Background: an optimization exercise with open tools, aiming at small area. Do not read the settings as production practice.
Function was checked by simulation only, so behaviour that the tests miss may differ from the original.
Power figures rest on the tool's default switching activity, not on a simulated workload.

## design/flow/constraint.sdc

```tcl
create_clock -name core_clock -period 8.0 [get_ports {aclk}]
set_input_delay 1.6000 -clock core_clock [delete_from_list [all_inputs] [get_ports {aclk}]]
set_output_delay 1.6000 -clock core_clock [all_outputs]
set_load 0.01 [all_outputs]
```

## design/flow/run.sh

```bash
#!/bin/bash
# synth_recipe.tcl (not shown) runs the flow's synth.tcl, then flattens the netlist and writes it again
# the make line also repeats each setting of config.mk as NAME=value (left out here)
make -C /OpenROAD-flow-scripts/flow DESIGN_CONFIG=/design/flow/config.mk WORK_HOME=/design/flow/orfs CLKGATE_MAP_FILE= SYNTH_SCRIPT=/design/flow/synth_recipe.tcl finish
```

## design/flow/config.mk

```make
export PLATFORM = sky130hd
export DESIGN_NAME = axi_cfg_register
export DESIGN_NICKNAME = axi_cfg_register
export VERILOG_FILES = /design/flow/design.v
export SDC_FILE = /design/flow/constraint.sdc
export NUM_CORES = 4
export LEC_CHECK = 0
export CAP_MARGIN = 20
export CORE_MARGIN = 2
export CORE_UTILIZATION = 60
export PLACE_DENSITY = 0.72
export SLEW_MARGIN = 20
export SYNTH_HIERARCHICAL = 1
export SYNTH_MINIMUM_KEEP_SIZE = 0
```

## design/flow/design.v

```verilog
`timescale 1 ns / 1 ps
module FDRE #
(
  parameter [0:0] INIT = 1'b0
)
(
  output reg Q,
  input  wire C,
  input  wire CE,
  input  wire R,
  input  wire D
);
  always @(posedge C)
  begin
    if(R)
      Q <= 1'b0;
    else if(CE)
      Q <= D;
  end
endmodule
`timescale 1 ns / 1 ps
module axi_cfg_register #
(
  parameter integer CFG_DATA_WIDTH = 1024,
  parameter integer AXI_DATA_WIDTH = 32,
  parameter integer AXI_ADDR_WIDTH = 32,
  parameter [CFG_DATA_WIDTH/AXI_DATA_WIDTH-1:0] NON_REG_MASK = 'h0
)
(
  input  wire                        aclk,
  input  wire                        aresetn,
  output wire [CFG_DATA_WIDTH-1:0]   cfg_data,
  input  wire [AXI_ADDR_WIDTH-1:0]   s_axi_awaddr,   
  input  wire                        s_axi_awvalid,  
  output wire                        s_axi_awready,  
  input  wire [AXI_DATA_WIDTH-1:0]   s_axi_wdata,    
  input  wire [AXI_DATA_WIDTH/8-1:0] s_axi_wstrb,    
  input  wire                        s_axi_wvalid,   
  output wire                        s_axi_wready,   
  output wire [1:0]                  s_axi_bresp,    
  output wire                        s_axi_bvalid,   
  input  wire                        s_axi_bready,   
  input  wire [AXI_ADDR_WIDTH-1:0]   s_axi_araddr,   
  input  wire                        s_axi_arvalid,  
  output wire                        s_axi_arready,  
  output wire [AXI_DATA_WIDTH-1:0]   s_axi_rdata,    
  output wire [1:0]                  s_axi_rresp,    
  output wire                        s_axi_rvalid,   
  input  wire                        s_axi_rready    
);
  localparam integer NW = CFG_DATA_WIDTH/AXI_DATA_WIDTH;
  wire       wvalid = s_axi_awvalid & s_axi_wvalid;
  wire [4:0] widx   = s_axi_awaddr[6:2];
  wire [4:0] ridx   = s_axi_araddr[6:2];
  reg  [CFG_DATA_WIDTH-1:0] cfg_reg;
  wire [CFG_DATA_WIDTH-1:0] cfg_next;
  reg  [NW*4-1:0]           ld, hd;
  reg                       bvalid_reg, rvalid_reg;
  reg  [AXI_DATA_WIDTH-1:0] rdata_reg;
  wire [AXI_DATA_WIDTH-1:0] rdata_next;
  reg  [NW:0]               rsel;
  wire [(NW+1)*AXI_DATA_WIDTH-1:0] rsrc;
  wire [11*AXI_DATA_WIDTH-1:0]     rterm;
  integer j, b;
  genvar g, k;
  always @*
  begin
    for(j = 0; j < NW; j = j + 1)
      for(b = 0; b < 4; b = b + 1)
      begin
        ld[j*4+b] = aresetn & wvalid & (widx == j) & s_axi_wstrb[b];
        hd[j*4+b] = aresetn & ~(wvalid & (widx == j) & s_axi_wstrb[b]);
      end
    for(j = 0; j < NW; j = j + 1)
      rsel[j] = aresetn & s_axi_arvalid & (ridx == j);
    rsel[NW] = aresetn & ~s_axi_arvalid;
  end
  generate
    for(g = 0; g < CFG_DATA_WIDTH; g = g + 1)
    begin : BITS
      cfg_bit_mux u_mux (
        .ld(ld[g/8]), .hd(hd[g/8]), .w(s_axi_wdata[g%32]), .q(cfg_reg[g]), .d(cfg_next[g])
      );
    end
    assign rsrc = {rdata_reg, cfg_reg};
    for(k = 0; k < AXI_DATA_WIDTH; k = k + 1)
    begin : RBITS
      for(g = 0; g < 11; g = g + 1)
      begin : TERMS
        rd_aoi3 u_aoi (
          .s0(rsel[3*g]),   .d0(rsrc[(3*g)*32+k]),
          .s1(rsel[3*g+1]), .d1(rsrc[(3*g+1)*32+k]),
          .s2(rsel[3*g+2]), .d2(rsrc[(3*g+2)*32+k]),
          .y(rterm[k*11+g])
        );
      end
      rd_or11 u_or (.n(rterm[k*11+10:k*11]), .y(rdata_next[k]));
    end
  endgenerate
  always @(posedge aclk)
  begin
    cfg_reg   <= cfg_next;
    rdata_reg <= rdata_next;
    bvalid_reg <= aresetn & ~(s_axi_bready & bvalid_reg) & (wvalid | bvalid_reg);
    rvalid_reg <= aresetn & ~(s_axi_rready & rvalid_reg) & (s_axi_arvalid | rvalid_reg);
  end
  assign cfg_data = cfg_reg;
  assign s_axi_bresp = 2'd0;
  assign s_axi_rresp = 2'd0;
  assign s_axi_awready = wvalid;
  assign s_axi_wready = wvalid;
  assign s_axi_bvalid = bvalid_reg;
  assign s_axi_arready = 1'b1;
  assign s_axi_rdata = rdata_reg;
  assign s_axi_rvalid = rvalid_reg;
endmodule
module cfg_bit_mux (
  input  wire ld,
  input  wire hd,
  input  wire w,
  input  wire q,
  output wire d
);
  assign d = (ld & w) | (hd & q);
endmodule
module rd_or11 (
  input  wire [10:0] n,
  output wire        y
);
  wire a, b, c;
  rd_nand4 u_a (.i(n[3:0]), .y(a));
  rd_nand4 u_b (.i(n[7:4]), .y(b));
  rd_nand3 u_c (.i(n[10:8]), .y(c));
  rd_or3   u_y (.i({a, b, c}), .y(y));
endmodule
module rd_nand3 (
  input  wire [2:0] i,
  output wire       y
);
  assign y = ~&i;
endmodule
module rd_or3 (
  input  wire [2:0] i,
  output wire       y
);
  assign y = |i;
endmodule
module rd_nand4 (
  input  wire [3:0] i,
  output wire       y
);
  assign y = ~&i;
endmodule
module rd_aoi3 (
  input  wire s0, d0,
  input  wire s1, d1,
  input  wire s2, d2,
  output wire y
);
  assign y = ~((s0 & d0) | (s1 & d1) | (s2 & d2));
endmodule
```

==> qor.csv, run 1 <==
stage;metric;value;unit
status;status;stopped before the end;
yosys;register bit count reported by yosys;1058;
floorplanning;chip height;255.2;um
yosys;most common cell in the synthesized netlist;dfxtp_1;
yosys;synth warn;7;
yosys;top_reg_cell synth;dfxtp_1;
status;stage reached;3_2_place_iop;
yosys;synthesized instance count;3035;
yosys;synth unique cells;42;
yosys;Async S/R FF share, synth;0;
floorplanning;Initial Util;0.6034;
yosys;register area share after synthesis;0.5595;
floorplanning;# rows;92;
yosys;most frequent cells after synthesis;dfxtp_1 (1,058), a22o_1 (1,024), a222oi_1 (352);
yosys;synth top area cells;dfxtp_1 (56%), a22o_1 (24%), a222oi_1 (9.3%);
floorplanning;die span in x;255.2;um
yosys;Synth Cell Area;0.03786;sq mm
yosys;Post-synth EDFFs;0;
yosys;Syn Area/Cell;12.47;sq um
yosys;cell taking the most area after synthesis;dfxtp_1;
yosys;Yosys top cell area share;0.5595;
status;Error;[ERROR PPL-0024] Number of IO pins (1172) exceeds maximum number of available positions (920). Increase the die perimeter from 1020.74um to 1593.92um.;
==> per-module statistics from Yosys, one instance, submodules excluded, excerpt <==
module / cell area [sq um] / copies in the design / cells / flops+latches
axi_cfg_register: 24600 / 1 / 1531 / 1058
cfg_bit_mux: 8.758 / 1024 / 1 / 0
rd_aoi3: 10.01 / 352 / 1 / 0
rd_nand3: 5.005 / 32 / 1 / 0
rd_nand4: 6.256 / 64 / 1 / 0
rd_or3: 6.256 / 32 / 1 / 0
==> kinds of logic after synthesis <==
family                 count (synthesis)  share of synthesized area
AO/OA/AOI/OAI                       1506                     0.3558
flip-flops                          1058                     0.5595
AND/OR/NAND/NOR                      378                    0.06891
buffers and inverters                 91                    0.01563
other                                  2                  0.0001984
==> run 2: changes to the inputs <==
--- a/design/flow/config.mk
+++ b/design/flow/config.mk
@@ -7,8 +7,9 @@
 export LEC_CHECK = 0
 export CAP_MARGIN = 20
 export CORE_MARGIN = 2
-export CORE_UTILIZATION = 60
-export PLACE_DENSITY = 0.72
+export CORE_UTILIZATION = 70
+export CTS_BUF_LIST = sky130_fd_sc_hd__clkbuf_4 sky130_fd_sc_hd__clkbuf_8
+export PLACE_DENSITY = 0.8
 export SLEW_MARGIN = 20
 export SYNTH_HIERARCHICAL = 1
 export SYNTH_MINIMUM_KEEP_SIZE = 0
==> qor.csv, run 2 <==
stage;metric;value;unit;change
floorplanning;die span in x;236.6;um;-7.3%
status;Error;[ERROR PPL-0024] Number of IO pins (1172) exceeds maximum number of available positions (850). Increase the die perimeter from 946.20um to 1593.92um.;;
yosys;most frequent cells after synthesis;dfxtp_1 (1,058), a22o_1 (1,024), a222oi_1 (352);;
yosys;register area share after synthesis;0.5595;;unchanged
yosys;Yosys top cell area share;0.5595;;unchanged
yosys;register bit count reported by yosys;1058;;unchanged
floorplanning;chip height;236.6;um;-7.3%
yosys;Post-synth EDFFs;0;;unchanged
yosys;Synth Cell Area;0.03786;sq mm;unchanged
yosys;synthesized instance count;3035;;unchanged
floorplanning;Initial Util;0.7063;;+0.1028
yosys;synth warn;7;;unchanged
floorplanning;# rows;85;;-7.6%
yosys;synth unique cells;42;;unchanged
status;status;stopped before the end;;
yosys;most common cell in the synthesized netlist;dfxtp_1;;
yosys;Async S/R FF share, synth;0;;unchanged
yosys;cell taking the most area after synthesis;dfxtp_1;;
yosys;synth top area cells;dfxtp_1 (56%), a22o_1 (24%), a222oi_1 (9.3%);;
yosys;Syn Area/Cell;12.47;sq um;unchanged
status;stage reached;3_2_place_iop;;
yosys;top_reg_cell synth;dfxtp_1;;
run 2: cell families after synthesis:
family	after synthesis	share of synthesized area
flip-flops	1058	0.5595
other	2	0.0001984
AO/OA/AOI/OAI	1506	0.3558
AND/OR/NAND/NOR	378	0.06891
buffers and inverters	91	0.01563
run 2: per-module statistics from Yosys, one instance, submodules excluded, excerpt:
module / cell area, sq um / flip-flops and latches
axi_cfg_register: 24600 / 1058
rd_or3: 6.256 / 0
rd_aoi3: 10.01 / 0
cfg_bit_mux: 8.758 / 0
rd_nand4: 6.256 / 0
rd_nand3: 5.005 / 0
==> run 3: changes to the inputs <==
--- a/design/flow/design.v
+++ b/design/flow/design.v
@@ -54,27 +54,45 @@
   wire [4:0] ridx   = s_axi_araddr[6:2];
   reg  [CFG_DATA_WIDTH-1:0] cfg_reg;
   wire [CFG_DATA_WIDTH-1:0] cfg_next;
-  reg  [NW*4-1:0]           ld, hd;
+  wire [NW*4-1:0]           ld, hd;
   reg                       bvalid_reg, rvalid_reg;
   reg  [AXI_DATA_WIDTH-1:0] rdata_reg;
   wire [AXI_DATA_WIDTH-1:0] rdata_next;
-  reg  [NW:0]               rsel;
+  wire [NW:0]               rsel;
   wire [(NW+1)*AXI_DATA_WIDTH-1:0] rsrc;
   wire [11*AXI_DATA_WIDTH-1:0]     rterm;
-  integer j, b;
+  integer j;
   genvar g, k;
+  wire       rst = ~aresetn;
+  reg  [7:0] nwh, nrh;
+  reg  [3:0] nwl, nrl, nwp;
+  wire       nrp = ~(aresetn & s_axi_arvalid);
   always @*
   begin
-    for(j = 0; j < NW; j = j + 1)
-      for(b = 0; b < 4; b = b + 1)
-      begin
-        ld[j*4+b] = aresetn & wvalid & (widx == j) & s_axi_wstrb[b];
-        hd[j*4+b] = aresetn & ~(wvalid & (widx == j) & s_axi_wstrb[b]);
-      end
-    for(j = 0; j < NW; j = j + 1)
-      rsel[j] = aresetn & s_axi_arvalid & (ridx == j);
-    rsel[NW] = aresetn & ~s_axi_arvalid;
+    for(j = 0; j < 8; j = j + 1)
+    begin
+      nwh[j] = ~(widx[4:2] == j);
+      nrh[j] = ~(ridx[4:2] == j);
+    end
+    for(j = 0; j < 4; j = j + 1)
+    begin
+      nwl[j] = ~(widx[1:0] == j);
+      nrl[j] = ~(ridx[1:0] == j);
+      nwp[j] = ~(aresetn & wvalid & s_axi_wstrb[j]);
+    end
   end
+  generate
+    for(g = 0; g < NW*4; g = g + 1)
+    begin : BYTES
+      dec_nor3 u_ld (.a(nwh[g/16]), .b(nwl[(g/4)%4]), .c(nwp[g%4]), .y(ld[g]));
+      dec_nor2 u_hd (.a(rst), .b(ld[g]), .y(hd[g]));
+    end
+    for(g = 0; g < NW; g = g + 1)
+    begin : RSEL
+      dec_nor3 u_rs (.a(nrh[g/4]), .b(nrl[g%4]), .c(nrp), .y(rsel[g]));
+    end
+  endgenerate
+  assign rsel[NW] = aresetn & ~s_axi_arvalid;
   generate
     for(g = 0; g < CFG_DATA_WIDTH; g = g + 1)
     begin : BITS
@@ -113,6 +131,18 @@
   assign s_axi_arready = 1'b1;
   assign s_axi_rdata = rdata_reg;
   assign s_axi_rvalid = rvalid_reg;
+endmodule
+module dec_nor3 (
+  input  wire a, b, c,
+  output wire y
+);
+  assign y = ~(a | b | c);
+endmodule
+module dec_nor2 (
+  input  wire a, b,
+  output wire y
+);
+  assign y = ~(a | b);
 endmodule
 module cfg_bit_mux (
   input  wire ld,
==> design/flow/flow/run.sh (new file) <==
#!/bin/bash
# The standard layout (standard.sh, unchanged synthesis, floorplan, power grid and
# tap cells), with one change: the buffers that global placement puts on every
# input and output port are the smallest plain buffer, buf_1, rather than the
# cell OpenROAD picks by default. Repair may still resize them later.
set -euo pipefail
export BUFFER_PORTS_ARGS="-buffer_cell sky130_fd_sc_hd__buf_1"
bash standard.sh > standard.log 2>&1
==> design/flow/standard.sh (new file) <==
#!/bin/bash
# synth_recipe.tcl (not shown) runs the flow's synth.tcl, then flattens the netlist and writes it again
# the make line also repeats each setting of config.mk as NAME=value (left out here)
make -C /OpenROAD-flow-scripts/flow DESIGN_CONFIG=/design/flow/config.mk WORK_HOME=/design/flow/orfs CLKGATE_MAP_FILE= SYNTH_SCRIPT=/design/flow/synth_recipe.tcl "${@:-finish}"
==> design/flow/config.mk (replaced) <==
export PLATFORM = sky130hd
export DESIGN_NAME = axi_cfg_register
export DESIGN_NICKNAME = axi_cfg_register
export VERILOG_FILES = /design/flow/design.v
export SDC_FILE = /design/flow/constraint.sdc
export NUM_CORES = 4
export LEC_CHECK = 0
export CAP_MARGIN = 20
export CORE_AREA = 10 10 420 420
export DIE_AREA = 0 0 430 430
export SLEW_MARGIN = 20
export SYNTH_HIERARCHICAL = 1
export SYNTH_MINIMUM_KEEP_SIZE = 0
removed: design/flow/run.sh
==> qor.csv, run 3 <==
stage;metric;value;unit;change
status;status;timing/DRC/antenna clean;;
yosys;Post-synth EDFFs;0;;unchanged
detailed_routing;Iter 0 DRT Violations;6713;;
yosys;top_reg_cell synth;dfxtp_1;;
yosys;synth warn;7;;unchanged
clock_network;clock latency at the later pin of the worst-skew pair;780;ps;
placement;input/output buffers;1112;;
grt;number of global-route vias before repair;35890;;
timing;final setup violation count;0;;
timing;Clock Skews;33.03;ps;
pwr;Leak Pwr;17.45;nW;
pwr;clock share of power;0.504;;
layout;most common cell after layout, fill and taps aside;buf_1;;
pwr;Sw Share;0.2431;;
layout;commonest cells after routing, fill and taps aside;buf_1 (1,081), dfxtp_1 (1,058), a22o_1 (1,024);;
yosys;register area share after synthesis;0.5755;;+0.01600
clock_network;Post-CTS Setup Bufs;0;;
layout;final net count;4310;;
grt;first-pass GRT wire length;331300;um;
layout;Area Growth Syn to Fin;32.74;%;
grt;antenna violations before repair;23;;
yosys;synth unique cells;19;;-55%
pwr;internal power;8.761;mW;
clock_network;hold_buf cts;0;;
detailed_routing;Via density;5.893;;
yosys;most frequent cells after synthesis;dfxtp_1 (1,058), a22o_1 (1,024), a222oi_1 (352);;
grt;pin count of the biggest net entering global routing;51;;
worst_setup_path;Req. time, crit path;8630;ps;
yosys;Synth Cell Area;0.03680;sq mm;-2.8%
floorplanning;I/O pins;1172;;
clock_network;Post-CTS Resized;0;;
layout;max FFs per register;1024;;
pwr;Psw;2.813;mW;
grt;Total GRT Usage;0.2531;;
timing;achievable clock frequency;233.2;MHz;
timing;relative slew slack;0.1732;;
yosys;register bit count reported by yosys;1058;;unchanged
yosys;cell taking the most area after synthesis;dfxtp_1;;
timing;TNS Setup;0;ps;
yosys;Async S/R FF share, synth;0;;unchanged
detailed_routing;DRC errors left;0;;
clock_network;Reg clk slew, reported paths;60;ps;
yosys;Yosys top cell area share;0.5755;;+0.01600
detailed_routing;WL per Instance;38.36;um;
timing;Tcrit/Tclk final;0.5361;;
yosys;synthesized instance count;2900;;-4.4%
placement;hpwl dp;191300;um;
pwr;combinational power share;0.038;;
timing;Final Hold Fails;0;;
yosys;synth top area cells;dfxtp_1 (58%), a22o_1 (24%), a222oi_1 (9.6%);;
floorplanning;Initial Util;0.2201;;-0.4862
pwr;VDD IR max;0.1993;mV;
timing;Least-Margin Pin Slew;1240;ps;
yosys;Syn Area/Cell;12.69;sq um;+1.7%
clock_network;CTS root buf;clkbuf_16;;
worst_setup_path;Startpoint Class;input port;;
timing;RSZ-0062 raised after global routing;false;;
clock_network;clock sinks;1058;;
timing;Slew Limit Fails;0;;
run;max cap viols;0;;
floorplanning;die footprint;0.1849;sq mm;
layout;layout cells sized above 1;0.1120;;
floorplanning;# rows;150;;+76%
timing;Final WS setup;3711;ps;
clock_network;TritonCTS clock tree;built;;
worst_setup_path;critical path arrival;4920;ps;
floorplanning;chip height;430;um;+82%
layout;Layout fillers;17500;;
worst_setup_path;critical path class;input port to flop;;
yosys;most common cell in the synthesized netlist;dfxtp_1;;
floorplanning;Core Area;0.1672;sq mm;
timing;post-route minimum period;4289;ps;
grt;GR Overflow Total;0;;
detailed_routing;Post-Route WL;249900;um;
floorplanning;die span in x;430;um;+82%
worst_setup_path;Critical Path End Type;flop;;
worst_setup_path;critical path peak fanout;32;;
placement;global placer's final weighted congestion;0.9819;;
pwr;part of the power in registers;0.457;;
pwr;Power Density;236.9;mW/mm^2;
detailed_routing;number of routed nets with antenna violations;0;;
placement;Place WS;2953;ps;
detailed_routing;total vias in the final route;38390;;
clock_network;H-tree depth;3;;
worst_hold_path;Hold Path Class;flop to flop;;
detailed_routing;Pre-antenna DRT Iters;13;;
clock_network;number of CTS-inserted buffers;115;;
clock_network;CTS max path bufs;3;;
run 3: cells by family (layout without fill, tap and decap cells):
group                  Yosys count  in the layout  share of synthesized area
other                            2             12                  0.0002041
AO/OA/AOI/OAI                 1378           1378                     0.3397
AND/OR/NAND/NOR                455            455                    0.08329
buffers and inverters            7           1408                   0.001326
flip-flops                    1058           1058                     0.5755
run 3: final timing paths:
| path | slack, ps | cells after the start | endpoint | from |
|---|---|---|---|---|
| max | 3710 | 8 | rdata_reg[0] | s_axi_arvalid |
| min | 490 | 2 | rvalid_reg | rvalid_reg |
| max reg2reg | 5930 | 3 | rdata_reg[0] | cfg_reg[480] |
| min reg2reg | 490 | 2 | rvalid_reg | rvalid_reg |
run 3: modules after synthesis, one instance, submodules excluded, excerpt:
module	cells	flip-flops and latches	times used
axi_cfg_register	1108	1058	1
dec_nor3	1	0	160
rd_aoi3	1	0	352
cfg_bit_mux	1	0	1024
rd_nand4	1	0	64
rd_nand3	1	0	32
dec_nor2	1	0	128
run 3: through the flow:
| stage | hold WS, ps | std cells | power, mW | utilization | cell area (sq um) |
|---|---|---|---|---|---|
| after floorplan | 496.1 | 2903 | 5.550 | - | 36820 |
| after global placement | 477.1 | 6281 | 5.839 | 0.2662 | 44520 |
| after detailed placement | 472.2 | 6286 | 5.843 | 0.2669 | 44620 |
| after CTS | 481.4 | 6504 | 11.58 | 0.2916 | 48760 |
| after global routing | 510.1 | 6509 | 11.80 | 0.2920 | 48840 |
| final | 485.2 | 6515 | 11.57 | 0.2921 | 48850 |
run 3: power by group through the flow:
stage	Combinational, mW	Clock [mW]	Sequential, mW
floorplan	0.139	0	5.41
CTS	0.433	5.86	5.29
global placement	0.429	0	5.41
global route	0.456	6.05	5.29
finish	0.444	5.84	5.29
detailed placement	0.432	0	5.41
run 3: critical path, stage by stage:
cell      delay, ps
buf_1           170
nand2_4         710
nor3_4          240
buf_16          240
buf_4           230
a222oi_1        800
nand4_1         370
or3_1           470
run 3: per-layer routing:
metal	up-vias	wire, um	GRT usage
met1	19250	91230	0.2981
met5	-	55	0
met4	10	18080	0.1485
met3	633	27230	0.07744
met2	3038	113300	0.4048
li1	15460	-	-
run 3: final cells by class:
class                           count  area (sq um)  area share
Tap cell                         2204          2758     0.05645
Antenna cell                        7         17.52   0.0003586
Inverter                            1         8.758   0.0001793
Timing Repair Buffer             1189          4903      0.1004
Clock inverter                     49         716.9     0.01468
Clock buffer                      169          3422     0.07005
Multi-Input combinational cell   1838         15850      0.3244
Sequential cell                  1058         21180      0.4336
==> run 4: changes to the inputs <==
--- a/design/flow/config.mk
+++ b/design/flow/config.mk
@@ -7,6 +7,7 @@
 export LEC_CHECK = 0
 export CAP_MARGIN = 20
 export CORE_AREA = 10 10 420 420
+export CTS_BUF_LIST = sky130_fd_sc_hd__clkbuf_4 sky130_fd_sc_hd__clkbuf_8
 export DIE_AREA = 0 0 430 430
 export SLEW_MARGIN = 20
 export SYNTH_HIERARCHICAL = 1
==> qor.csv, run 4 <==
stage;metric;value;unit;change
timing;final setup violation count;0;;unchanged
yosys;synth warn;7;;unchanged
detailed_routing;number of routed nets with antenna violations;0;;unchanged
layout;max FFs per register;1024;;unchanged
clock_network;TritonCTS clock tree;built;;
yosys;most frequent cells after synthesis;dfxtp_1 (1,058), a22o_1 (1,024), a222oi_1 (352);;
clock_network;clock sinks;1058;;unchanged
worst_setup_path;reg-to-reg endpoint;rdata_reg[0];;
timing;Slew Limit Fails;0;;unchanged
grt;GRT met3 Usage;0.08351;;+0.006066
worst_setup_path;Worst path max stage delay;860;ps;+60 ps
worst_setup_path;Req. time, crit path;8780;ps;+150 ps
placement;global placer's final weighted congestion;0.9819;;unchanged
detailed_routing;Via density;5.877;;-0.27%
yosys;Async S/R FF share, synth;0;;unchanged
grt;Total GRT Usage;0.2543;;+0.001212
clock_network;hold_buf cts;0;;unchanged
status;status;timing/DRC/antenna clean;;
yosys;top_reg_cell synth;dfxtp_1;;
worst_setup_path;CP delay by family, top;simple AND/OR/NAND/NOR gates;;
worst_setup_path;Critical Path Start;s_axi_arvalid;;
yosys;Syn Area/Cell;12.69;sq um;unchanged
yosys;Yosys top cell area share;0.5755;;unchanged
pwr;Power Density;229.1;mW/mm^2;-3.3%
worst_setup_path;Reg2Reg Setup Slack;5820;ps;-110 ps
grt;grt peak-use layer;met2;;
worst_setup_path;critical path class;input port to flop;;
layout;commonest cells after routing, fill and taps aside;buf_1 (1,081), dfxtp_1 (1,058), a22o_1 (1,024);;
yosys;register bit count reported by yosys;1058;;unchanged
worst_setup_path;critical path arrival;5010;ps;+90 ps
yosys;synthesized instance count;2900;;unchanged
worst_setup_path;CP endpoint;rdata_reg[0];;
yosys;synth top area cells;dfxtp_1 (58%), a22o_1 (24%), a222oi_1 (9.6%);;
layout;final net count;4376;;+1.5%
grt;pin count of the biggest net entering global routing;51;;unchanged
timing;post-route minimum period;4230;ps;-59.22 ps
timing;RSZ-0062 raised after global routing;false;;
grt;antenna violations before repair;22;;-4.3%
yosys;cell taking the most area after synthesis;dfxtp_1;;
placement;Post-Place Cell Area;0.04462;sq mm;unchanged
run;max cap viols;0;;unchanged
floorplanning;die span in x;430;um;unchanged
grt;met1 Resource Use GR;0.2955;;-0.002661
timing;Final Hold Fails;0;;unchanged
clock_network;Reg clk slew, reported paths;60;ps;about the same
placement;hpwl dp;191300;um;unchanged
detailed_routing;Iter 0 DRT Violations;7061;;+5.2%
timing;TNS Setup;0;ps;unchanged
worst_setup_path;crit path buf inv count;3;;unchanged
yosys;Synth Cell Area;0.03680;sq mm;unchanged
timing;Least-Margin Pin Slew;1241;ps;+1.240 ps
timing;achievable clock frequency;236.4;MHz;+1.4%
floorplanning;Core Area;0.1672;sq mm;unchanged
floorplanning;chip height;430;um;unchanged
detailed_routing;WL per Instance;37.87;um;-1.3%
worst_hold_path;Hold Path Class;flop to flop;;
grt;number of global-route vias before repair;36600;;+2.0%
layout;area occupied by multi-input gates;0.01585;sq mm;unchanged
clock_network;H-tree depth;4;;+1
clock_network;clock latency at the later pin of the worst-skew pair;950;ps;+170 ps
placement;input/output buffers;1112;;unchanged
timing;Tcrit/Tclk final;0.5287;;-0.007402
clock_network;Post-CTS Resized;0;;unchanged
worst_setup_path;worst reg2reg path startpoint;cfg_reg[480];;
timing;relative slew slack;0.1724;;-0.0008270
clock_network;Post-CTS Setup Bufs;0;;unchanged
detailed_routing;Pre-antenna DRT Iters;13;;unchanged
grt;GR Util met2;0.4081;;+0.003326
worst_setup_path;critical path peak fanout;32;;unchanged
yosys;Post-synth EDFFs;0;;unchanged
pwr;Leak Pwr;17.49;nW;+0.24%
yosys;synth unique cells;19;;unchanged
floorplanning;die footprint;0.1849;sq mm;unchanged
layout;Area Growth Syn to Fin;32.32;%;
pwr;overall power;11.15;mW;-3.6%
worst_setup_path;Worst Reg2Reg Path Length in Cells;3;;unchanged
timing;Min Hold Slack;486.0;ps;+0.7600 ps
layout;Sequential Area;0.02118;sq mm;unchanged
worst_setup_path;critical path depth;8;;unchanged
detailed_routing;total vias in the final route;38930;;+1.4%
grt;GR Overflow Total;0;;unchanged
floorplanning;# rows;150;;unchanged
worst_setup_path;Critical Path End Type;flop;;
worst_setup_path;Crit-path slowest cell;a222oi_1;;
layout;layout cells sized above 1;0.1367;;+0.02474
yosys;most common cell in the synthesized netlist;dfxtp_1;;
detailed_routing;DRC errors left;0;;unchanged
layout;most common cell after layout, fill and taps aside;buf_1;;
worst_setup_path;crit-path cells;buf_1 > nand2_4 > nor3_4 > buf_16 > buf_4 > a222oi_1 > nand4_1 > or3_1;;
timing;Clock Skews;49.87;ps;+16.84 ps
worst_setup_path;Startpoint Class;input port;;
detailed_routing;Post-Route WL;250800;um;+0.36%
clock_network;CTS max path bufs;3;;unchanged
layout;final instance area;0.04870;sq mm;-0.32%
pwr;VDD IR max;0.1618;mV;-19%
floorplanning;I/O pins;1172;;unchanged
clock_network;CTS root buf;clkbuf_8;;
grt;first-pass GRT wire length;332700;um;+0.42%
clock_network;number of CTS-inserted buffers;181;;+57%
yosys;register area share after synthesis;0.5755;;unchanged
layout;Layout fillers;17590;;+0.51%
floorplanning;Initial Util;0.2201;;unchanged
-- run 4: cell counts after synthesis --
Identical to the previous run, type by type.
-- run 4: worst min-delay path by stage --
stage,cells past startpoint,slack (ps),to,from
3_5_place_dp,2,470,rvalid_reg,rvalid_reg
6_report,2,490,rvalid_reg,rvalid_reg
3_3_place_gp,1,480,cfg_reg[8],cfg_reg[8]
2_1_floorplan,2,500,bvalid_reg,bvalid_reg
5_1_grt,1,510,cfg_reg[226],cfg_reg[226]
4_1_cts,2,480,rvalid_reg,rvalid_reg
-- run 4: tightest hold or removal path: cells and delay by family (launching register included) --
| kind | cells | cell delay (ps) |
|---|---|---|
| simple gates | 1 | 70 |
| compound gates | 1 | 50 |
| flops | 1 | 320 |
-- run 4: cells by family (layout without fill, tap and decap cells) --
logic type             after synthesis  after routing  synth area share
other                                2             22         0.0002041
and+or+nand+nor                    455            455           0.08329
DFF                               1058           1058            0.5755
buffers and inverters                7           1507          0.001326
AOI/OAI and AO/OA                 1378           1378            0.3397
-- run 4: where the power goes --
group	internal, mW	total (mW)	switching, mW
logic	0.0507	0.443	0.393
clock network	2.99	5.42	2.42
registers	5.28	5.30	0.0140
total	8.32	11.2	2.83
-- run 4: stage by stage --
stage / utilization / std cells / setup WS, ps
floorplan: - / 2903 / 2472
global placement: 0.2662 / 6281 / 3025
detailed placement: 0.2669 / 6286 / 2953
CTS: 0.2905 / 6603 / 4005
global route: 0.2911 / 6613 / 3942
finish: 0.2912 / 6624 / 3770
-- run 4: per-layer routing --
metal,vias to the layer above,part of all wire,routed length (um)
met5,-,0.00019,47
met2,3247,0.46,114900
met4,8,0.068,17010
met3,670,0.11,28570
li1,15620,-,-
met1,19380,0.36,90290
-- run 4: layout make-up --
cell class,count,area share
sequential,1058,0.4349
multi-input combinational,1838,0.3254
timing repair buffer,1189,0.1007
clock buffer,286,0.07376
tap,2204,0.05663
clock inverter,31,0.007554
antenna,17,0.0008736
inverter,1,0.0001799
-- run 4: modules after synthesis, one instance, submodules excluded, excerpt --
module            times used  flops+latches  cells inside  cell area, sq um
axi_cfg_register           1           1058          1108             21470
cfg_bit_mux             1024              0             1             8.758
dec_nor2                 128              0             1             3.754
dec_nor3                 160              0             1             10.01
rd_aoi3                  352              0             1             10.01
rd_nand3                  32              0             1             5.005
rd_nand4                  64              0             1             6.256
rd_or3                    32              0             1             6.256
==> run 5: changes to the inputs <==
==> design/flow/flow/run.sh (replaced) <==
#!/bin/bash
# The standard layout (standard.sh: unchanged synthesis, floorplan, power grid and
# tap cells), with two changes:
# - the buffers that global placement puts on every input and output port are
#   the smallest plain buffer, buf_1, rather than the cell OpenROAD picks;
# - clock tree synthesis uses set leaf clusters (size and diameter below) and
#   inserts no dummy loads.
set -euo pipefail
export BUFFER_PORTS_ARGS="-buffer_cell sky130_fd_sc_hd__buf_1"
export CTS_ARGS="-sink_clustering_enable -repair_clock_nets -dont_use_dummy_load -buf_list {sky130_fd_sc_hd__clkbuf_8} -sink_clustering_size 16 -sink_clustering_max_diameter 50"
bash standard.sh > standard.log 2>&1
--- a/design/flow/config.mk
+++ b/design/flow/config.mk
@@ -6,9 +6,9 @@
 export NUM_CORES = 4
 export LEC_CHECK = 0
 export CAP_MARGIN = 20
-export CORE_AREA = 10 10 420 420
-export CTS_BUF_LIST = sky130_fd_sc_hd__clkbuf_4 sky130_fd_sc_hd__clkbuf_8
+export CORE_AREA = 75 75 355 355
 export DIE_AREA = 0 0 430 430
+export PLACE_DENSITY = 0.65
 export SLEW_MARGIN = 20
 export SYNTH_HIERARCHICAL = 1
 export SYNTH_MINIMUM_KEEP_SIZE = 0
==> qor.csv, run 5 <==
stage;metric;value;unit;change
clock_network;clock latency at the later pin of the worst-skew pair;780;ps;-170 ps
floorplanning;die footprint;0.1849;sq mm;unchanged
clock_network;CTS root buf;clkbuf_8;;
run;max cap viols;0;;unchanged
layout;layout cells sized above 1;0.08693;;-0.04980
yosys;most frequent cells after synthesis;dfxtp_1 (1,058), a22o_1 (1,024), a222oi_1 (352);;
layout;most common cell after layout, fill and taps aside;buf_1;;
grt;first-pass GRT wire length;369300;um;+11%
worst_setup_path;Worst Reg2Reg Path Length in Cells;3;;unchanged
detailed_routing;WL per Instance;55.88;um;+48%
detailed_routing;total vias in the final route;38790;;-0.34%
detailed_routing;DRC errors left;0;;unchanged
layout;Area Growth Syn to Fin;20.93;%;
worst_setup_path;Critical Path End Type;flop;;
worst_hold_path;Worst Hold Depth;2;;unchanged
yosys;synthesized instance count;2900;;unchanged
yosys;synth warn;7;;unchanged
grt;number of global-route vias before repair;34680;;-5.2%
layout;area occupied by multi-input gates;0.01583;sq mm;-0.12%
clock_network;Post-CTS Resized;0;;unchanged
pwr;VDD IR max;0.1439;mV;-11%
clock_network;number of CTS-inserted buffers;109;;-40%
placement;hpwl dp;236300;um;+23%
yosys;Syn Area/Cell;12.69;sq um;unchanged
worst_setup_path;reg-to-reg endpoint;rdata_reg[30];;
detailed_routing;Via density;7.418;;+26%
layout;Sequential Area;0.02118;sq mm;unchanged
placement;Place WS;3158;ps;+205.0 ps
detailed_routing;number of routed nets with antenna violations;0;;unchanged
floorplanning;I/O pins;1172;;unchanged
pwr;overall power;8.740;mW;-22%
yosys;register area share after synthesis;0.5755;;unchanged
yosys;Async S/R FF share, synth;0;;unchanged
yosys;register bit count reported by yosys;1058;;unchanged
timing;TNS Setup;0;ps;unchanged
layout;commonest cells after routing, fill and taps aside;buf_1 (1,092), dfxtp_1 (1,058), a22o_1 (1,024);;
clock_network;CTS max path bufs;3;;unchanged
pwr;Leak Pwr;16.01;nW;-8.5%
yosys;synth top area cells;dfxtp_1 (58%), a22o_1 (24%), a222oi_1 (9.6%);;
worst_setup_path;critical path arrival;4810;ps;-200 ps
detailed_routing;Pre-antenna DRT Iters;21;;+8
floorplanning;Core Area;0.07747;sq mm;-54%
detailed_routing;Iter 0 DRT Violations;7748;;+9.7%
yosys;most common cell in the synthesized netlist;dfxtp_1;;
timing;post-route minimum period;4184;ps;-46.10 ps
worst_hold_path;Hold Path Class;flop to flop;;
pwr;Power Density;196.4;mW/mm^2;-14%
worst_setup_path;Reg2Reg Setup Slack;6160;ps;+340 ps
worst_hold_path;startpoint of the worst hold path;bvalid_reg;;
worst_setup_path;critical path peak fanout;23;;-28%
clock_network;Reg clk slew, reported paths;90;ps;+30 ps
worst_hold_path;WHS Endpoint;bvalid_reg;;
floorplanning;chip height;430;um;unchanged
timing;Final Hold Fails;0;;unchanged
grt;antenna violations before repair;32;;+45%
clock_network;H-tree depth;3;;-1
clock_network;TritonCTS clock tree;built;;
floorplanning;Initial Util;0.4751;;+0.2550
grt;pin count of the biggest net entering global routing;77;;+51%
status;status;timing/DRC/antenna clean;;
grt;GR Overflow Total;0;;unchanged
detailed_routing;Post-Route WL;292300;um;+17%
timing;Slew Limit Fails;0;;unchanged
timing;Least-Margin Pin Slew;1190;ps;-51.55 ps
worst_setup_path;critical path class;input port to flop;;
yosys;Post-synth EDFFs;0;;unchanged
placement;global placer's final weighted congestion;0.9759;;-0.61%
clock_network;clock sinks;1058;;unchanged
timing;achievable clock frequency;239.0;MHz;+1.1%
yosys;synth unique cells;19;;unchanged
layout;max FFs per register;1024;;unchanged
grt;Total GRT Usage;0.2682;;+0.01388
worst_setup_path;Startpoint Class;input port;;
clock_network;Post-CTS Setup Bufs;0;;unchanged
floorplanning;die span in x;430;um;unchanged
yosys;top_reg_cell synth;dfxtp_1;;
worst_setup_path;worst reg2reg path startpoint;cfg_reg[414];;
timing;RSZ-0062 raised after global routing;false;;
timing;Clock Skews;124.1;ps;+74.26 ps
yosys;Yosys top cell area share;0.5755;;unchanged
clock_network;hold_buf cts;0;;unchanged
worst_setup_path;Req. time, crit path;8620;ps;-160 ps
placement;input/output buffers;1112;;unchanged
timing;final setup violation count;0;;unchanged
timing;Tcrit/Tclk final;0.5230;;-0.005763
timing;Final WS setup;3816;ps;+46.10 ps
yosys;Synth Cell Area;0.03680;sq mm;unchanged
timing;relative slew slack;0.2067;;+0.03437
layout;Layout fillers;6953;;-60%
layout;final net count;4285;;-2.1%
yosys;cell taking the most area after synthesis;dfxtp_1;;
floorplanning;# rows;102;;-32%
run 5: cell counts after synthesis:
Identical to the previous run, type by type.
run 5: per-layer routing:
metal / share of wire / track usage
met4: 0.11 / 0.2221
met2: 0.45 / 0.4296
met5: 0.00074 / 0
met3: 0.16 / 0.1505
met1: 0.28 / 0.2425
run 5: layout make-up:
| class | count | area share |
|---|---|---|
| flip-flops and latches | 1058 | 0.4759 |
| multi-input cells | 1838 | 0.3556 |
| repair buffers | 1170 | 0.1046 |
| clock buffers | 109 | 0.03371 |
| well taps | 1040 | 0.02924 |
| diodes | 14 | 0.0007872 |
| inverters | 1 | 0.0001968 |
run 5: kinds of logic (layout without fill, tap and decap cells):
family                 Yosys count  in the layout  share of synthesized area
AO/OA/AOI/OAI                 1378           1378                     0.3397
flip-flops                    1058           1058                     0.5755
other                            2             19                  0.0002041
buffers and inverters            7           1280                   0.001326
AND/OR/NAND/NOR                455            455                    0.08329
run 5: worst max-delay path: stages:
cell	delay [ps]
buf_1	180
nand2_2	440
buf_4	620
nor3_4	270
buf_4	320
a222oi_1	760
nand4_1	230
or3_1	360
run 5: power by group:
| group | internal, mW | switching [mW] |
|---|---|---|
| combinational | 0.0502 | 0.370 |
| clock | 1.20 | 1.83 |
| sequential | 5.28 | 0.0121 |
run 5: metrics by stage:
stage                     utilization  instances  hold slack (ps)  instance area, sq um
final                          0.5745       5230            485.2                 44510
after global routing           0.5742       5220            498.4                 44480
after CTS                      0.5737       5215            484.6                 44440
after detailed placement       0.5544       5106            475.5                 42940
after global placement         0.5544       5106            467.8                 42940
after floorplan                     -       2903            496.1                 36820
run 5: worst max path at each step:
| stage | start | to | slack, ps | cells after the start |
|---|---|---|---|---|
| floorplan | aresetn | rdata_reg[0] | 2470 | 5 |
| global placement | s_axi_arvalid | rdata_reg[13] | 3180 | 8 |
| detailed placement | s_axi_arvalid | rdata_reg[13] | 3160 | 8 |
| CTS | s_axi_arvalid | rdata_reg[13] | 3940 | 8 |
| global route | aresetn | rdata_reg[8] | 3880 | 8 |
| finish | s_axi_arvalid | rdata_reg[11] | 3820 | 8 |
run 5: per-module statistics from Yosys (local to each module, per instance), excerpt:
| module | cells inside | flops+latches | area [sq um] | times used |
|---|---|---|---|---|
| rd_or3 | 1 | 0 | 6.256 | 32 |
| dec_nor3 | 1 | 0 | 10.01 | 160 |
| dec_nor2 | 1 | 0 | 3.754 | 128 |
| rd_nand4 | 1 | 0 | 6.256 | 64 |
| axi_cfg_register | 1108 | 1058 | 21470 | 1 |
| rd_aoi3 | 1 | 0 | 10.01 | 352 |
| cfg_bit_mux | 1 | 0 | 8.758 | 1024 |
| rd_nand3 | 1 | 0 | 5.005 | 32 |
==> run 6: changes to the inputs <==
--- a/design/flow/flow/run.sh
+++ b/design/flow/flow/run.sh
@@ -7,5 +7,5 @@
 #   inserts no dummy loads.
 set -euo pipefail
 export BUFFER_PORTS_ARGS="-buffer_cell sky130_fd_sc_hd__buf_1"
-export CTS_ARGS="-sink_clustering_enable -repair_clock_nets -dont_use_dummy_load -buf_list {sky130_fd_sc_hd__clkbuf_8} -sink_clustering_size 16 -sink_clustering_max_diameter 50"
+export CTS_ARGS="-sink_clustering_enable -repair_clock_nets -dont_use_dummy_load -buf_list {sky130_fd_sc_hd__clkbuf_16} -sink_clustering_size 32 -sink_clustering_max_diameter 60"
 bash standard.sh > standard.log 2>&1
==> qor.csv, run 6 <==
stage;metric;value;unit;change
status;status;timing/DRC/antenna clean;;
worst_setup_path;critical path peak fanout;23;;unchanged
yosys;Yosys top cell area share;0.5755;;unchanged
clock_network;H-tree depth;3;;unchanged
floorplanning;die span in x;430;um;unchanged
floorplanning;die footprint;0.1849;sq mm;unchanged
timing;RSZ-0062 raised after global routing;false;;
timing;Least-Margin Pin Slew;1162;ps;-27.95 ps
detailed_routing;Post-Route WL;291700;um;-0.19%
timing;final setup violation count;0;;unchanged
detailed_routing;Via density;7.410;;-0.10%
layout;layout cells sized above 1;0.07854;;-0.008385
yosys;register bit count reported by yosys;1058;;unchanged
placement;input/output buffers;1112;;unchanged
clock_network;Reg clk slew, reported paths;80;ps;about the same
clock_network;clock sinks;1058;;unchanged
clock_network;hold_buf cts;0;;unchanged
grt;GRT met3 Usage;0.1451;;-0.005391
timing;Clock Skews;80.15;ps;-43.99 ps
worst_setup_path;Worst path max stage delay;620;ps;-140 ps
placement;global placer's final weighted congestion;0.9759;;unchanged
worst_setup_path;worst reg2reg path startpoint;cfg_reg[221];;
detailed_routing;WL per Instance;56.17;um;+0.53%
timing;Min Hold Slack;487.8;ps;+2.557 ps
worst_setup_path;CP endpoint;rdata_reg[29];;
worst_setup_path;Critical Path Start;s_axi_arvalid;;
worst_setup_path;Req. time, crit path;8490;ps;-130 ps
run;max cap viols;0;;unchanged
worst_setup_path;Crit-path slowest cell;buf_4;;
yosys;Post-synth EDFFs;0;;unchanged
placement;hpwl dp;236300;um;unchanged
pwr;VDD IR max;0.1621;mV;+13%
detailed_routing;Pre-antenna DRT Iters;10;;-52%
worst_setup_path;critical path class;input port to flop;;
pwr;Leak Pwr;16.10;nW;+0.57%
timing;TNS Setup;0;ps;unchanged
timing;Final Hold Fails;0;;unchanged
detailed_routing;number of routed nets with antenna violations;0;;unchanged
worst_setup_path;Critical Path End Type;flop;;
grt;met1 Resource Use GR;0.2451;;+0.002657
yosys;top_reg_cell synth;dfxtp_1;;
pwr;Power Density;203.1;mW/mm^2;+3.4%
floorplanning;chip height;430;um;unchanged
timing;Slew Limit Fails;0;;unchanged
timing;relative slew slack;0.2226;;+0.01589
worst_setup_path;reg-to-reg endpoint;rdata_reg[29];;
layout;final net count;4247;;-0.89%
worst_setup_path;cell repeated most along the worst path;buf_4;;
yosys;most frequent cells after synthesis;dfxtp_1 (1,058), a22o_1 (1,024), a222oi_1 (352);;
grt;antenna violations before repair;34;;+6.3%
layout;Area Growth Syn to Fin;21.69;%;
grt;first-pass GRT wire length;368400;um;-0.26%
clock_network;clock latency at the later pin of the worst-skew pair;640;ps;-140 ps
floorplanning;Core Area;0.07747;sq mm;unchanged
grt;GR Util met2;0.4319;;+0.002291
worst_hold_path;startpoint of the worst hold path;bvalid_reg;;
worst_setup_path;Reg2Reg Setup Slack;6120;ps;-40 ps
detailed_routing;total vias in the final route;38480;;-0.81%
yosys;Async S/R FF share, synth;0;;unchanged
yosys;synth top area cells;dfxtp_1 (58%), a22o_1 (24%), a222oi_1 (9.6%);;
yosys;most common cell in the synthesized netlist;dfxtp_1;;
clock_network;CTS root buf;clkbuf_16;;
yosys;synth unique cells;19;;unchanged
yosys;Syn Area/Cell;12.69;sq um;unchanged
worst_hold_path;Hold Path Class;flop to flop;;
floorplanning;I/O pins;1172;;unchanged
pwr;overall power;9.096;mW;+4.1%
worst_setup_path;Startpoint Class;input port;;
clock_network;Post-CTS Resized;0;;unchanged
grt;pin count of the biggest net entering global routing;77;;unchanged
yosys;register area share after synthesis;0.5755;;unchanged
layout;max FFs per register;1024;;unchanged
worst_setup_path;crit-path cells;buf_1 > nand2_2 > buf_4 > nor3_4 > buf_4 > a222oi_1 > nand4_1 > or3_1;;
timing;Tcrit/Tclk final;0.5409;;+0.01792
floorplanning;Initial Util;0.4751;;unchanged
clock_network;Post-CTS Setup Bufs;0;;unchanged
yosys;synthesized instance count;2900;;unchanged
timing;post-route minimum period;4327;ps;+143.3 ps
layout;most common cell after layout, fill and taps aside;buf_1;;
layout;Post-Layout Cell Count;5193;;-0.71%
clock_network;CTS max path bufs;3;;unchanged
timing;achievable clock frequency;231.1;MHz;-3.3%
detailed_routing;Iter 0 DRT Violations;8228;;+6.2%
grt;Total GRT Usage;0.2678;;-0.0003554
worst_setup_path;Worst Reg2Reg Path Length in Cells;3;;unchanged
placement;placed insts;5106;;unchanged
grt;grt peak-use layer;met2;;
layout;commonest cells after routing, fill and taps aside;buf_1 (1,092), dfxtp_1 (1,058), a22o_1 (1,024);;
grt;number of global-route vias before repair;34320;;-1.1%
clock_network;number of CTS-inserted buffers;71;;-35%
detailed_routing;DRC errors left;0;;unchanged
grt;GR Overflow Total;0;;unchanged
yosys;Synth Cell Area;0.03680;sq mm;unchanged
yosys;cell taking the most area after synthesis;dfxtp_1;;
worst_setup_path;critical path arrival;4820;ps;about the same
floorplanning;# rows;102;;unchanged
yosys;synth warn;7;;unchanged
clock_network;TritonCTS clock tree;built;;
## run 6: cell counts after synthesis
No cell type changed its count.
## run 6: metal layers
layer,part of all wire,vias up
met3,0.16,785
met1,0.28,18910
li1,-,15250
met4,0.11,36
met5,0.00079,-
met2,0.46,3500
## run 6: modules after synthesis, one instance, submodules excluded, a selection
module / cells / area (sq um) / flip-flops and latches
cfg_bit_mux: 1 / 8.758 / 0
rd_nand4: 1 / 6.256 / 0
rd_nand3: 1 / 5.005 / 0
axi_cfg_register: 1108 / 21470 / 1058
dec_nor2: 1 / 3.754 / 0
dec_nor3: 1 / 10.01 / 0
rd_or3: 1 / 6.256 / 0
rd_aoi3: 1 / 10.01 / 0
## run 6: final cells by class
type	count	area, sq um
tap	1040	1301
multi-input combinational	1838	15830
inverter	1	8.758
clock buffer	71	1777
timing repair buffer	1170	4654
antenna	15	37.54
fill	6891	32680
sequential	1058	21180
## run 6: critical path, delay by kind of cell
kind                   cells  cell delay (ps)
AO/OA/AOI/OAI              1              560
buffers and inverters      3             1100
AND/OR/NAND/NOR            4             1510
## run 6: kinds of logic after synthesis
logic type             count (synthesis)  synth area share
buffers and inverters                  7          0.001326
flip-flops                          1058            0.5755
AO/OA/AOI/OAI                       1378            0.3397
other                                  2         0.0002041
AND/OR/NAND/NOR                      455           0.08329
## run 6: per-stage QoR
stage | area (sq um) | setup WS (ps) | utilization
floorplan | 36820 | 2472 | -
global placement | 42940 | 3181 | 0.5544
detailed placement | 42940 | 3158 | 0.5544
CTS | 44720 | 3818 | 0.5773
global route | 44760 | 3712 | 0.5777
finish | 44790 | 3673 | 0.5781
## run 6: worst min path at each step
| stage | to | slack [ps] | cells after the start |
|---|---|---|---|
| floorplan | bvalid_reg | 500 | 2 |
| global placement | bvalid_reg | 470 | 2 |
| detailed placement | bvalid_reg | 480 | 2 |
| CTS | bvalid_reg | 490 | 2 |
| global route | bvalid_reg | 500 | 2 |
| finish | bvalid_reg | 490 | 2 |
## run 6: where the power goes
| group | leakage, nW | total (mW) | switching (mW) | internal (mW) |
|---|---|---|---|---|
| registers | 8.52 | 5.29 | 0.0122 | 5.27 |
| clock network | 0.875 | 3.39 | 1.81 | 1.58 |
| logic | 6.70 | 0.420 | 0.370 | 0.0502 |
| total | 16.1 | 9.10 | 2.19 | 6.90 |
==> run 7: changes to the inputs <==
--- a/design/flow/design.v
+++ b/design/flow/design.v
@@ -58,41 +58,39 @@
   reg                       bvalid_reg, rvalid_reg;
   reg  [AXI_DATA_WIDTH-1:0] rdata_reg;
   wire [AXI_DATA_WIDTH-1:0] rdata_next;
-  wire [NW:0]               rsel;
+  wire [NW:0]               rsel_lo, rsel_hi;
   wire [(NW+1)*AXI_DATA_WIDTH-1:0] rsrc;
   wire [11*AXI_DATA_WIDTH-1:0]     rterm;
   integer j;
   genvar g, k;
   wire       rst = ~aresetn;
-  reg  [7:0] nwh, nrh;
-  reg  [3:0] nwl, nrl, nwp;
-  wire       nrp = ~(aresetn & s_axi_arvalid);
+  reg  [NW-1:0] nws;
+  reg  [7:0]    nra;
+  reg  [3:0]    nrl;
+  wire [3:0]    nstb = ~s_axi_wstrb;
   always @*
   begin
+    for(j = 0; j < NW; j = j + 1)
+      nws[j] = ~(aresetn & wvalid & (widx == j));
     for(j = 0; j < 8; j = j + 1)
-    begin
-      nwh[j] = ~(widx[4:2] == j);
-      nrh[j] = ~(ridx[4:2] == j);
-    end
+      nra[j] = ~(aresetn & s_axi_arvalid & (ridx[4:2] == j));
     for(j = 0; j < 4; j = j + 1)
-    begin
-      nwl[j] = ~(widx[1:0] == j);
       nrl[j] = ~(ridx[1:0] == j);
-      nwp[j] = ~(aresetn & wvalid & s_axi_wstrb[j]);
-    end
   end
   generate
     for(g = 0; g < NW*4; g = g + 1)
     begin : BYTES
-      dec_nor3 u_ld (.a(nwh[g/16]), .b(nwl[(g/4)%4]), .c(nwp[g%4]), .y(ld[g]));
+      dec_nor2 u_ld (.a(nws[g/4]), .b(nstb[g%4]), .y(ld[g]));
       dec_nor2 u_hd (.a(rst), .b(ld[g]), .y(hd[g]));
     end
     for(g = 0; g < NW; g = g + 1)
     begin : RSEL
-      dec_nor3 u_rs (.a(nrh[g/4]), .b(nrl[g%4]), .c(nrp), .y(rsel[g]));
+      dec_nor2 u_lo (.a(nra[g/4]), .b(nrl[g%4]), .y(rsel_lo[g]));
+      dec_nor2 u_hi (.a(nra[g/4]), .b(nrl[g%4]), .y(rsel_hi[g]));
     end
   endgenerate
-  assign rsel[NW] = aresetn & ~s_axi_arvalid;
+  dec_nor2 u_hold_lo (.a(rst), .b(s_axi_arvalid), .y(rsel_lo[NW]));
+  dec_nor2 u_hold_hi (.a(rst), .b(s_axi_arvalid), .y(rsel_hi[NW]));
   generate
     for(g = 0; g < CFG_DATA_WIDTH; g = g + 1)
     begin : BITS
@@ -106,9 +104,9 @@
       for(g = 0; g < 11; g = g + 1)
       begin : TERMS
         rd_aoi3 u_aoi (
-          .s0(rsel[3*g]),   .d0(rsrc[(3*g)*32+k]),
-          .s1(rsel[3*g+1]), .d1(rsrc[(3*g+1)*32+k]),
-          .s2(rsel[3*g+2]), .d2(rsrc[(3*g+2)*32+k]),
+          .s0(k < 16 ? rsel_lo[3*g]   : rsel_hi[3*g]),   .d0(rsrc[(3*g)*32+k]),
+          .s1(k < 16 ? rsel_lo[3*g+1] : rsel_hi[3*g+1]), .d1(rsrc[(3*g+1)*32+k]),
+          .s2(k < 16 ? rsel_lo[3*g+2] : rsel_hi[3*g+2]), .d2(rsrc[(3*g+2)*32+k]),
           .y(rterm[k*11+g])
         );
       end
--- a/design/flow/flow/run.sh
+++ b/design/flow/flow/run.sh
@@ -7,5 +7,5 @@
 #   inserts no dummy loads.
 set -euo pipefail
 export BUFFER_PORTS_ARGS="-buffer_cell sky130_fd_sc_hd__buf_1"
-export CTS_ARGS="-sink_clustering_enable -repair_clock_nets -dont_use_dummy_load -buf_list {sky130_fd_sc_hd__clkbuf_16} -sink_clustering_size 32 -sink_clustering_max_diameter 60"
+export CTS_ARGS="-sink_clustering_enable -repair_clock_nets -dont_use_dummy_load -buf_list {sky130_fd_sc_hd__clkbuf_8} -sink_clustering_size 16 -sink_clustering_max_diameter 50"
 bash standard.sh > standard.log 2>&1
==> qor.csv, run 7 <==
stage;metric;value;unit;change
status;status;timing/DRC/antenna clean;;
timing;Final Hold Fails;0;;unchanged
yosys;cell taking the most area after synthesis;dfxtp_1;;
timing;final setup violation count;0;;unchanged
layout;Area Growth Syn to Fin;20.65;%;
worst_setup_path;critical path class;input port to primary output;;
detailed_routing;Pre-antenna DRT Iters;15;;+5
clock_network;clock sinks;1058;;unchanged
clock_network;CTS max path bufs;3;;unchanged
layout;Post-Layout Cell Count;5285;;+1.8%
detailed_routing;Post-Route WL;295600;um;+1.3%
pwr;VDD IR max;0.1460;mV;-9.9%
detailed_routing;DRC errors left;0;;unchanged
worst_setup_path;Reg2Reg Setup Slack;5900;ps;-220 ps
floorplanning;Core Area;0.07747;sq mm;unchanged
timing;Min Hold Slack;482.9;ps;-4.928 ps
layout;max FFs per register;1024;;unchanged
timing;relative slew slack;0.1685;;-0.05415
placement;input/output buffers;1112;;unchanged
clock_network;Post-CTS Setup Bufs;0;;unchanged
clock_network;number of CTS-inserted buffers;111;;+56%
layout;final net count;4347;;+2.4%
yosys;synth top area cells;dfxtp_1 (59%), a22o_1 (25%), a222oi_1 (9.8%);;
clock_network;hold_buf cts;0;;unchanged
timing;TNS Setup;0;ps;unchanged
yosys;Yosys top cell area share;0.5863;;+0.01084
placement;placed insts;5167;;+1.2%
worst_setup_path;crit-path cells;buf_1 > and2_1 > buf_1;;
floorplanning;chip height;430;um;unchanged
yosys;Post-synth EDFFs;0;;unchanged
detailed_routing;Iter 0 DRT Violations;8646;;+5.1%
timing;Clock Skews;114.8;ps;+34.67 ps
pwr;Power Density;200.2;mW/mm^2;-1.4%
worst_hold_path;Hold Path Class;flop to flop;;
grt;GR Overflow Total;0;;unchanged
yosys;Synth Area in Adders;0;;unchanged
floorplanning;die footprint;0.1849;sq mm;unchanged
yosys;post-synthesis mux area share;0;;unchanged
clock_network;Post-CTS Resized;0;;unchanged
placement;Place WS;3492;ps;+333.8 ps
yosys;synth unique cells;25;;+6
grt;pin count of the biggest net entering global routing;73;;-5.2%
clock_network;clock latency at the later pin of the worst-skew pair;760;ps;+120 ps
grt;first-pass GRT wire length;371600;um;+0.89%
timing;achievable clock frequency;242.0;MHz;+4.7%
yosys;register area share after synthesis;0.5863;;+0.01084
yosys;Async S/R FF share, synth;0;;unchanged
timing;Final WS setup;3868;ps;+194.9 ps
placement;hpwl dp;246500;um;+4.3%
timing;Slew Limit Fails;0;;unchanged
timing;post-route minimum period;4132;ps;-194.9 ps
yosys;post-synthesis simple-gate area fraction;0.06505;;-0.01824
clock_network;TritonCTS clock tree;built;;
clock_network;Reg clk slew, reported paths;70;ps;about the same
pwr;Leak Pwr;16.11;nW;about the same
floorplanning;die span in x;430;um;unchanged
worst_setup_path;critical path peak fanout;6;;-74%
yosys;most common cell in the synthesized netlist;dfxtp_1;;
yosys;register bit count reported by yosys;1058;;unchanged
grt;number of global-route vias before repair;34220;;-0.29%
yosys;top_reg_cell synth;dfxtp_1;;
timing;Tcrit/Tclk final;0.5165;;-0.02436
clock_network;CTS root buf;clkbuf_8;;
timing;RSZ-0062 raised after global routing;false;;
layout;commonest cells after routing, fill and taps aside;buf_1 (1,080), dfxtp_1 (1,058), a22o_1 (1,024);;
yosys;synthesized instance count;2969;;+2.4%
run;max cap viols;0;;unchanged
layout;layout cells sized above 1;0.05191;;-0.02663
yosys;Syn Area/Cell;12.17;sq um;-4.1%
worst_setup_path;Worst path max stage delay;440;ps;-180 ps
floorplanning;# rows;102;;unchanged
grt;Total GRT Usage;0.2718;;+0.003953
detailed_routing;total vias in the final route;38470;;-0.029%
detailed_routing;Via density;7.279;;-1.8%
yosys;Synth Cell Area;0.03612;sq mm;-1.8%
worst_setup_path;Startpoint Class;input port;;
worst_setup_path;cell repeated most along the worst path;buf_1;;
timing;Least-Margin Pin Slew;1247;ps;+85.35 ps
worst_setup_path;Crit-path slowest cell;buf_1;;
floorplanning;Initial Util;0.4663;;-0.008786
yosys;most frequent cells after synthesis;dfxtp_1 (1,058), a22o_1 (1,024), a222oi_1 (352);;
layout;most common cell after layout, fill and taps aside;buf_1;;
yosys;synth warn;7;;unchanged
clock_network;H-tree depth;3;;unchanged
worst_setup_path;Req. time, crit path;6400;ps;-2090 ps
floorplanning;I/O pins;1172;;unchanged
placement;global placer's final weighted congestion;1.008;;+3.3%
yosys;Synth Area in XOR/XNOR;0;;unchanged
detailed_routing;WL per Instance;55.93;um;-0.43%
worst_setup_path;Critical Path End Type;primary output;;
grt;antenna violations before repair;38;;+12%
yosys;largest family of logic cells by synthesized area;compound AO/OA/AOI/OAI gates;;
yosys;post-synthesis compound-gate area fraction;0.3461;;+0.006401
layout;Layout fillers;7194;;+4.4%
detailed_routing;number of routed nets with antenna violations;0;;unchanged
worst_setup_path;critical path arrival;2530;ps;-2290 ps
run 7: cell count changes in the layout (fill, tap and decap cells not counted), sizes merged, moves of 6 or more:
cell | before | now
buf | 1150 | 1133
nor3 | 160 | 0
nand2 | 10 | 39
nor2 | 132 | 323
nand3b | 7 | 1
diode | 15 | 7
clkbuf | 91 | 143
run 7: Yosys stat by module (local to each module, per instance), excerpt:
module	cell area, sq um	flops+latches	cells
cfg_bit_mux	8.758	0	1
rd_or3	6.256	0	1
rd_nand4	6.256	0	1
axi_cfg_register	21660	1058	1143
dec_nor2	3.754	0	1
rd_nand3	5.005	0	1
run 7: area by class of cell:
| type | instances | area [sq um] | share of cell area |
|---|---|---|---|
| Inverter | 5 | 23.77 | 0.0005455 |
| Timing Repair Buffer | 1165 | 4612 | 0.1058 |
| Tap cell | 1040 | 1301 | 0.02986 |
| Multi-Input combinational cell | 1899 | 14920 | 0.3423 |
| Sequential cell | 1058 | 21180 | 0.4860 |
| Clock buffer | 111 | 1528 | 0.03505 |
| Antenna cell | 7 | 17.52 | 0.0004019 |
run 7: worst max-delay path: cells and delay by family:
kind / cells / cell delay, ps
buffers and inverters: 2 / 690
and+or+nand+nor: 1 / 230
run 7: cells by family (layout without fill, tap and decap cells):
group | after synthesis | count (layout)
AND/OR/NAND/NOR | 516 | 516
flip-flops | 1058 | 1058
AO/OA/AOI/OAI | 1378 | 1378
other | 2 | 12
buffers and inverters | 15 | 1281
run 7: power by group:
group          internal, mW  switching [mW]
clock                  1.22            1.84
combinational        0.0435           0.330
sequential             5.28          0.0120
total                  6.54            2.18
run 7: path summary, 6_finish.rpt:
check | startpoint | end | cells past startpoint
hold / removal | bvalid_reg | bvalid_reg | 2
setup / recovery | s_axi_wvalid | s_axi_awready | 3
hold reg to reg | bvalid_reg | bvalid_reg | 2
setup reg to reg | cfg_reg[405] | rdata_reg[21] | 3
run 7: stage by stage:
| step | utilization | area [sq um] | total power [mW] |
|---|---|---|---|
| after floorplan | - | 36130 | 5.527 |
| after global placement | 0.5419 | 41980 | 5.759 |
| after detailed placement | 0.5422 | 42010 | 5.761 |
| after CTS | 0.5620 | 43530 | 8.651 |
| after global routing | 0.5624 | 43570 | 8.884 |
| final | 0.5626 | 43580 | 8.724 |
run 7: routing by layer:
layer	vias up	global-route usage	wire length [um]
met5	-	0	345
met4	54	0.2035	28530
met3	741	0.1656	48690
met2	3470	0.4354	134600
met1	18910	0.2465	83420
li1	15300	-	-
==> run 8: changes to the inputs <==
--- a/design/flow/config.mk
+++ b/design/flow/config.mk
@@ -6,9 +6,9 @@
 export NUM_CORES = 4
 export LEC_CHECK = 0
 export CAP_MARGIN = 20
-export CORE_AREA = 75 75 355 355
+export CORE_AREA = 90 90 340 340
 export DIE_AREA = 0 0 430 430
-export PLACE_DENSITY = 0.65
+export PLACE_DENSITY = 0.75
 export SLEW_MARGIN = 20
 export SYNTH_HIERARCHICAL = 1
 export SYNTH_MINIMUM_KEEP_SIZE = 0
==> qor.csv, run 8 <==
stage;metric;value;unit;change
clock_network;CTS max path bufs;3;;unchanged
layout;final net count;4303;;-1.0%
floorplanning;I/O pins;1172;;unchanged
layout;max FFs per register;1024;;unchanged
grt;Total GRT Usage;0.2819;;+0.01014
grt;pin count of the biggest net entering global routing;84;;+15%
timing;TNS Setup;0;ps;unchanged
yosys;register bit count reported by yosys;1058;;unchanged
run;max cap viols;0;;unchanged
worst_hold_path;WHS Endpoint;bvalid_reg;;
clock_network;hold_buf cts;0;;unchanged
detailed_routing;total vias in the final route;38750;;+0.72%
yosys;cell taking the most area after synthesis;dfxtp_1;;
yosys;synth top area cells;dfxtp_1 (59%), a22o_1 (25%), a222oi_1 (9.8%);;
worst_setup_path;crit path buf inv count;1;;-1
worst_setup_path;critical path class;input port to flop;;
floorplanning;chip height;430;um;unchanged
placement;placed insts;4937;;-4.5%
floorplanning;die footprint;0.1849;sq mm;unchanged
clock_network;Post-CTS Resized;0;;unchanged
timing;achievable clock frequency;235.0;MHz;-2.9%
worst_setup_path;critical path peak fanout;16;;+10
yosys;synth unique cells;25;;unchanged
detailed_routing;Iter 0 DRT Violations;8373;;-3.2%
yosys;most frequent cells after synthesis;dfxtp_1 (1,058), a22o_1 (1,024), a222oi_1 (352);;
grt;first-pass GRT wire length;385500;um;+3.7%
timing;RSZ-0062 raised after global routing;false;;
worst_setup_path;crit-path cells;buf_1 > nand2_1 > nor2_1 > a222oi_1 > nand4_1 > or3_1;;
layout;commonest cells after routing, fill and taps aside;buf_1 (1,082), dfxtp_1 (1,058), a22o_1 (1,024);;
worst_setup_path;worst reg2reg path startpoint;cfg_reg[388];;
pwr;Power Density;196.4;mW/mm^2;-1.9%
yosys;Syn Area/Cell;12.17;sq um;unchanged
detailed_routing;Post-Route WL;310500;um;+5.1%
clock_network;Reg clk slew, reported paths;100;ps;+30 ps
detailed_routing;WL per Instance;61.68;um;+10%
yosys;top_reg_cell synth;dfxtp_1;;
worst_hold_path;startpoint of the worst hold path;bvalid_reg;;
worst_hold_path;Worst Hold Depth;2;;unchanged
worst_setup_path;CP delay by family, top;simple AND/OR/NAND/NOR gates;;
yosys;Post-synth EDFFs;0;;unchanged
timing;Tcrit/Tclk final;0.5319;;+0.01536
placement;input/output buffers;1112;;unchanged
clock_network;H-tree depth;3;;unchanged
timing;Slew Limit Fails;0;;unchanged
floorplanning;die span in x;430;um;unchanged
worst_setup_path;Critical Path Start;s_axi_araddr[2];;
status;status;timing/DRC/antenna clean;;
placement;global placer's final weighted congestion;1.073;;+6.4%
yosys;Async S/R FF share, synth;0;;unchanged
floorplanning;# rows;91;;-11%
clock_network;clock sinks;1058;;unchanged
yosys;Yosys top cell area share;0.5863;;unchanged
worst_setup_path;Crit-path slowest cell;nand2_1;;
worst_setup_path;critical path arrival;4880;ps;+2350 ps
yosys;Synth Cell Area;0.03612;sq mm;unchanged
layout;Post-Layout Cell Count;5034;;-4.7%
clock_network;clock latency at the later pin of the worst-skew pair;770;ps;about the same
pwr;Leak Pwr;15.83;nW;-1.8%
layout;layout cells sized above 1;0.04554;;-0.006370
yosys;most common cell in the synthesized netlist;dfxtp_1;;
timing;Clock Skews;72.25;ps;-42.57 ps
worst_setup_path;Startpoint Class;input port;;
yosys;synth warn;7;;unchanged
worst_setup_path;Worst path max stage delay;940;ps;+500 ps
worst_setup_path;Critical Path End Type;flop;;
layout;fin util;0.6940;;+0.1314
floorplanning;Initial Util;0.5843;;+0.1180
timing;Final Hold Fails;0;;unchanged
timing;relative slew slack;0.1463;;-0.02221
yosys;register area share after synthesis;0.5863;;unchanged
yosys;synthesized instance count;2969;;unchanged
==> run 8: cell counts after synthesis <==
No cell type changed its count.
==> run 8: worst max path at each step <==
stage	to	cells after the start
after global routing	s_axi_awready	3
after floorplan	rdata_reg[0]	5
after CTS	s_axi_awready	3
final	rdata_reg[21]	6
after global placement	rdata_reg[16]	6
after detailed placement	rdata_reg[16]	6
==> run 8: worst reg2reg max path, stage by stage (launching register included) <==
cell and delay, ps:
dfxtp_1 350, a222oi_1 610, nand4_1 430, or3_1 460
==> run 8: cell type report <==
type	count	area, sq um
Sequential cell	1058	21180
Fill cell	5085	18920
Multi-Input combinational cell	1899	14960
Timing Repair Buffer	1140	4422
Clock buffer	92	1266
Tap cell	837	1047
Inverter	5	23.77
Antenna cell	3	7.507
==> run 8: power by group <==
| group | switching [mW] | total [mW] | internal (mW) |
|---|---|---|---|
| clock network | 1.75 | 2.78 | 1.03 |
| logic | 0.324 | 0.367 | 0.0429 |
| registers | 0.0122 | 5.29 | 5.28 |
==> run 8: through the flow <==
stage / power (mW) / setup slack, ps / cell area, sq um
after CTS: 8.326 / 3951 / 42810
final: 8.430 / 3745 / 42910
after global placement: 5.745 / 3492 / 41500
after detailed placement: 5.749 / 3468 / 41550
after floorplan: 5.527 / 2834 / 36130
after global routing: 8.566 / 3860 / 42900
==> run 8: cell families after synthesis <==
group,Yosys count,synth area share
simple gates,516,0.06505
buf+inv,15,0.002321
other cells,2,0.0002079
compound gates,1378,0.3461
flops,1058,0.5863
==> run 8: metal layers <==
metal | global-route usage | vias up | share of wire
li1 | - | 15180 | -
met1 | 0.2376 | 18590 | 0.26
met2 | 0.4479 | 4028 | 0.45
met3 | 0.2004 | 893 | 0.19
met4 | 0.2240 | 54 | 0.10
met5 | 0 | - | 0.0011
==> run 8: Yosys stat by module, one instance, submodules excluded, a selection <==
module	flops+latches	cells inside	copies in the design
axi_cfg_register	1058	1143	1
cfg_bit_mux	0	1	1024
rd_nand4	0	1	64
rd_or3	0	1	32
rd_nand3	0	1	32
dec_nor2	0	1	322

Check on run 8: ideal ports give 3.745 ns setup slack; a clkbuf_16 on the clock port and buf_2 on the inputs give 3.748 ns; moving port delays by the midpoint clock arrival (0.809 ns) as well gives 2.938 ns.
